From an optimization exercise on the open Yosys and OpenROAD flow, aimed at small area; shortcuts taken in it are not production practice.
RTL that was checked went through simulation tests only; none was proved equivalent to the original.
Power and IR drop assume default switching activity.

Setup of rev 12:
==> flow/design.v <==
module mkGreyscale(CLK,
		   RST_N,
		   rgb_in,
		   gry_out);
  input  CLK;
  input  RST_N;
  input  [23 : 0] rgb_in;
  output [7 : 0] gry_out;
  wire [7 : 0] gry_out;
  wire [8 : 0] _0_CONCAT_rgb_in_BITS_15_TO_8_PLUS_0_CONCAT_rgb_ETC__q1,
	       b51_PLUS_0_CONCAT_rgb_in_BITS_23_TO_16__q2,
	       b__h751;
  assign gry_out = b51_PLUS_0_CONCAT_rgb_in_BITS_23_TO_16__q2[8:1] ;
  assign _0_CONCAT_rgb_in_BITS_15_TO_8_PLUS_0_CONCAT_rgb_ETC__q1 =
	     { 1'd0, rgb_in[15:8] } + { 1'd0, rgb_in[7:0] } ;
  assign b51_PLUS_0_CONCAT_rgb_in_BITS_23_TO_16__q2 =
	     b__h751 + { 1'd0, rgb_in[23:16] } ;
  assign b__h751 =
	     { 1'd0,
	       _0_CONCAT_rgb_in_BITS_15_TO_8_PLUS_0_CONCAT_rgb_ETC__q1[8:1] } ;
endmodule   
module mkThreshold(CLK,
		   RST_N,
		   gry_in,
		   threshold,
		   bin_out);
  input  CLK;
  input  RST_N;
  input  [7 : 0] gry_in;
  input  [7 : 0] threshold;
  output bin_out;
  wire bin_out;
  assign bin_out = gry_in >= threshold ;
endmodule   
module mkBlur(CLK, RST_N, ready, seen, working, sh, sh_n, phase, bin_in, blur_out);
  input  CLK;
  input  RST_N;
  input  ready;
  input  seen;
  input  working;
  input  sh;
  input  sh_n;
  input  phase;
  input  bin_in;
  output [3 : 0] blur_out;
  reg [638 : 0] lastRow;
  reg [1 : 0]   lastPxl;
  wire row_bit = sh && seen && (lastRow[638] ^ phase);
  assign blur_out = working ? { row_bit, lastPxl, bin_in } :
                    ready   ? {4{bin_in}} : 4'd0;
  always @(posedge CLK)
  begin
    lastRow <= ~((lastRow | {639{sh}}) &
                 ({lastRow[637 : 0], bin_in ^ phase} | {639{sh_n}}));
    if (!RST_N)
      lastPxl <= 2'd0;
    else if (working)
      lastPxl <= { bin_in, lastPxl[1] };
  end
endmodule
module mkEdge(CLK, ready, seen, working, sh, sh_n, phase, vde, bin_in, bin_out);
  input  CLK;
  input  ready;
  input  seen;
  input  working;
  input  sh;
  input  sh_n;
  input  phase;
  input  vde;
  input  bin_in;
  output bin_out;
  reg [638 : 0] lastRow;
  wire row_bit = sh && seen && (lastRow[638] ^ phase);
  assign bin_out = ready && (working ? (vde && row_bit && !bin_in) : bin_in);
  always @(posedge CLK)
    lastRow <= ~((lastRow | {639{sh}}) &
                 ({lastRow[637 : 0], bin_in ^ phase} | {639{sh_n}}));
endmodule
module mkMix(CLK,
	     RST_N,
	     bin_in,
	     rgb_in,
	     rgb_out);
  input  CLK;
  input  RST_N;
  input  bin_in;
  input  [23 : 0] rgb_in;
  output [23 : 0] rgb_out;
  wire [23 : 0] rgb_out;
  wire [7 : 0] blue__wget, green__wget, red__wget;
  assign rgb_out = { red__wget, green__wget, blue__wget } ;
  assign red__wget = bin_in ? 8'd255 : { 2'd0, rgb_in[23:18] } ;
  assign green__wget = bin_in ? 8'd255 : { 2'd0, rgb_in[15:10] } ;
  assign blue__wget = bin_in ? 8'd255 : { 2'd0, rgb_in[7:2] } ;
endmodule   
module filters
(
	CLK,
	RST,
	HSync,
	VDE,
	Display,
	RGBin,
	Threshold,
	ProcessOut,
	DisplayOut
);
input         CLK;
input         RST;
input         HSync;
input         VDE;
input  [ 5:0] Display;
input  [23:0] RGBin;
input  [ 7:0] Threshold;
output        ProcessOut;
output [23:0] DisplayOut;
	wire [ 7:0] greyOut;
	wire        thresh1Out;
	wire [ 3:0] blur4;
	wire [ 7:0] blurOut = {2{blur4}};
	wire        thresh2Out = &blur4;
	wire        edgeOut;
	wire [23:0] mixOut;
	reg hSyncLast, hSyncLast2, hClk;
	always @(posedge CLK)
	begin
		hSyncLast  <= VDE;
		hSyncLast2 <= hSyncLast;
		hClk       <= hSyncLast && !hSyncLast2;
	end
	localparam [9:0] X0   = 10'b0000000001;
	localparam [9:0] X320 = 10'b1001100000;
	localparam [9:0] X959 = 10'b0000111000;
	localparam [9:0] X960 = 10'b0001110000;
	localparam [9:0] X961 = 10'b0011100001;
	reg        ready, seen, working, sh, sh_n, phase;
	reg  [9:0] x;
	wire       at320  = x == X320;
	wire       at959  = x == X959;
	wire       at960  = x == X960;
	wire       inc    = VDE && !hClk && ready && x != X961;
	wire [9:0] x_next = inc ? {x[8:0], x[9] ^ x[6]} : (hClk && ready) ? X0 : x;
	wire       sh_next = at320 || (sh && !(at959 && inc));
	always @(posedge CLK)
	begin
		if (!RST) begin
			ready   <= 1'b0;
			seen    <= 1'b0;
			working <= 1'b0;
			sh      <= 1'b0;
			sh_n    <= 1'b1;
			phase   <= 1'b0;
			x       <= X0;
		end else begin
			if (hClk) ready <= 1'b1;
			if (hClk && ready) seen <= 1'b1;
			if (at960) working <= 1'b0;
			else if (at320) working <= 1'b1;
			sh      <= sh_next;
			sh_n    <= !sh_next;
			phase   <= !phase;
			x       <= x_next;
		end
	end
	wire s54   = Display[5] | Display[4];
	wire s3    = !s54 && Display[3];
	wire s2    = !s54 && !Display[3] && Display[2];
	wire s1    = !s54 && !Display[3] && !Display[2] && Display[1];
	wire s0    = !s54 && !Display[3] && !Display[2] && !Display[1] && Display[0];
	wire snone = !s54 && !Display[3] && !Display[2] && !Display[1] && !Display[0];
	wire       common = (s54 && edgeOut) || (s3 && thresh2Out) || (s1 && thresh1Out);
	wire [7:0] chan   = {8{common}} | ({8{s2}} & blurOut) | ({8{s0}} & greyOut);
	assign ProcessOut = chan[7] || (snone && greyOut[7]);
	assign DisplayOut = {3{chan}} | ({24{snone}} & RGBin) |
	                    ({24{Display[5]}} & {2'b00, RGBin[23:18], 2'b00, RGBin[15:10], 2'b00, RGBin[7:2]});
	mkGreyscale Greyscale (
		.rgb_in     (RGBin),
		.gry_out    (greyOut)
	);
	mkThreshold Threshold1 (
		.threshold  (Threshold),
		.gry_in     (greyOut),
		.bin_out    (thresh1Out)
	);
	mkBlur Blur (
		.CLK        (CLK),
		.RST_N      (RST),
		.ready      (ready),
		.seen       (seen),
		.working    (working),
		.sh         (sh),
		.sh_n       (sh_n),
		.phase      (phase),
		.bin_in     (thresh1Out),
		.blur_out   (blur4)
	);
	mkEdge Edge (
		.CLK        (CLK),
		.ready      (ready),
		.seen       (seen),
		.working    (working),
		.sh         (sh),
		.sh_n       (sh_n),
		.phase      (phase),
		.vde        (VDE),
		.bin_in     (thresh2Out),
		.bin_out    (edgeOut)
	);
	mkMix Mix (
		.bin_in     (edgeOut),
		.rgb_in     (RGBin),
		.rgb_out    (mixOut)
	);
endmodule
clock: 12.0 ns
lec_check: 0
cap_margin: 20
core_margin: 2
core_utilization: 70
cts_buf_list: sky130_fd_sc_hd__clkbuf_16
cts_cluster_diameter: 80
cts_cluster_size: 30
place_density: 0.8
slew_margin: 20
run.sh (not shown) runs the stock make flow with config.mk's settings and CLKGATE_MAP_FILE= SYNTH_SCRIPT=/design/flow/synth_recipe.tcl, a recipe that flattens the netlist after the stock synthesis.
Per the final summary, rev 12 finished and its layout is clean on timing, DRC and antenna.
> inputs changed (rev 12 -> rev 13)
--- a/flow/design.v
+++ b/flow/design.v
@@ -126,55 +126,49 @@
 	begin
 		hSyncLast  <= VDE;
 		hSyncLast2 <= hSyncLast;
 		hClk       <= hSyncLast && !hSyncLast2;
 	end
-	localparam [9:0] X0   = 10'b0000000001;
-	localparam [9:0] X320 = 10'b1001100000;
-	localparam [9:0] X959 = 10'b0000111000;
-	localparam [9:0] X960 = 10'b0001110000;
-	localparam [9:0] X961 = 10'b0011100001;
 	reg        ready, seen, working, sh, sh_n, phase;
 	reg  [9:0] x;
-	wire       at320  = x == X320;
-	wire       at959  = x == X959;
-	wire       at960  = x == X960;
-	wire       inc    = VDE && !hClk && ready && x != X961;
-	wire [9:0] x_next = inc ? {x[8:0], x[9] ^ x[6]} : (hClk && ready) ? X0 : x;
-	wire       sh_next = at320 || (sh && !(at959 && inc));
+	wire       inc       = VDE && !hClk && ready && x != 10'd961;
+	wire [9:0] x_next    = inc ? x + 10'd1 : (hClk && ready) ? 10'd0 : x;
+	wire       work_next = (x == 10'd960) ? 1'b0 : (x == 10'd320) ? 1'b1 : working;
+	wire       sh_next   = work_next && x_next != 10'd960;
 	always @(posedge CLK)
 	begin
 		if (!RST) begin
 			ready   <= 1'b0;
 			seen    <= 1'b0;
 			working <= 1'b0;
 			sh      <= 1'b0;
 			sh_n    <= 1'b1;
 			phase   <= 1'b0;
-			x       <= X0;
+			x       <= 10'd0;
 		end else begin
 			if (hClk) ready <= 1'b1;
 			if (hClk && ready) seen <= 1'b1;
-			if (at960) working <= 1'b0;
-			else if (at320) working <= 1'b1;
+			working <= work_next;
 			sh      <= sh_next;
 			sh_n    <= !sh_next;
 			phase   <= !phase;
 			x       <= x_next;
 		end
 	end
-	wire s54   = Display[5] | Display[4];
-	wire s3    = !s54 && Display[3];
-	wire s2    = !s54 && !Display[3] && Display[2];
-	wire s1    = !s54 && !Display[3] && !Display[2] && Display[1];
-	wire s0    = !s54 && !Display[3] && !Display[2] && !Display[1] && Display[0];
-	wire snone = !s54 && !Display[3] && !Display[2] && !Display[1] && !Display[0];
-	wire       common = (s54 && edgeOut) || (s3 && thresh2Out) || (s1 && thresh1Out);
-	wire [7:0] chan   = {8{common}} | ({8{s2}} & blurOut) | ({8{s0}} & greyOut);
-	assign ProcessOut = chan[7] || (snone && greyOut[7]);
-	assign DisplayOut = {3{chan}} | ({24{snone}} & RGBin) |
-	                    ({24{Display[5]}} & {2'b00, RGBin[23:18], 2'b00, RGBin[15:10], 2'b00, RGBin[7:2]});
+	assign ProcessOut = Display[5] ? edgeOut    :
+	                    Display[4] ? edgeOut    :
+	                    Display[3] ? thresh2Out :
+	                    Display[2] ? blurOut[7] :
+	                    Display[1] ? thresh1Out :
+	                                 greyOut[7] ;
+	assign DisplayOut = Display[5] ?     mixOut       :
+	                    Display[4] ? {24{edgeOut}}    :
+	                    Display[3] ? {24{thresh2Out}} :
+	                    Display[2] ? { 3{blurOut}}    :
+	                    Display[1] ? {24{thresh1Out}} :
+	                    Display[0] ? { 3{greyOut}}    :
+	                                     RGBin        ;
 	mkGreyscale Greyscale (
 		.rgb_in     (RGBin),
 		.gry_out    (greyOut)
 	);
 	mkThreshold Threshold1 (
==> comparison <==
XOR/XNOR share of the synthesized area delta (rev 12 -> rev 13): insignificant. Going from rev 12 to rev 13, layout sequential cell count shows no meaningful change; share of total power in combinational logic shows an increase of 14 points; all-layer global routing usage shows an increase of 1.5 points; non-clock buffering overhead in the final layout shows no meaningful change. In terms of layout-stage area growth over the synthesis result, rev 12 and rev 13 differ only marginally.
Function not checked in rev 12: the RTL went through the layout flow alone.

## port drivers added, routing unchanged
In the flow no input, the clock included, has a driving cell. The finished layouts below were timed again as built, in two steps.
Step 1 assumes that a clkbuf_16 drives the clock port and a buf_2 every other input.
Step 2 times the ports against the registers' clock, not the clock port: input delays grow and output delays shrink by t, the midpoint of the rising clock arrivals with the driver on.
a / b / c = ideal / step 1 / step 2; a / b = the first two.
run | shift t [ns] | slack for setup (ns) | worst hold slack (ns) | worst setup path at the end | worst data-port slew with drivers (ns)
rev 12 | 0.672 | 1.693 / 1.653 / 1.653 | 0.349 / 0.349 / 0.349 | input to output | 0.05
rev 13 | 0.671 | 1.150 / 1.128 / 1.128 | 0.358 / 0.358 / 0.358 | input to output | 0.07
After both steps every run listed still meets setup and hold. For rev 12, which loses most, drivers alone change the setup slack by -0.040 ns; drivers and shift together by -0.040 ns.
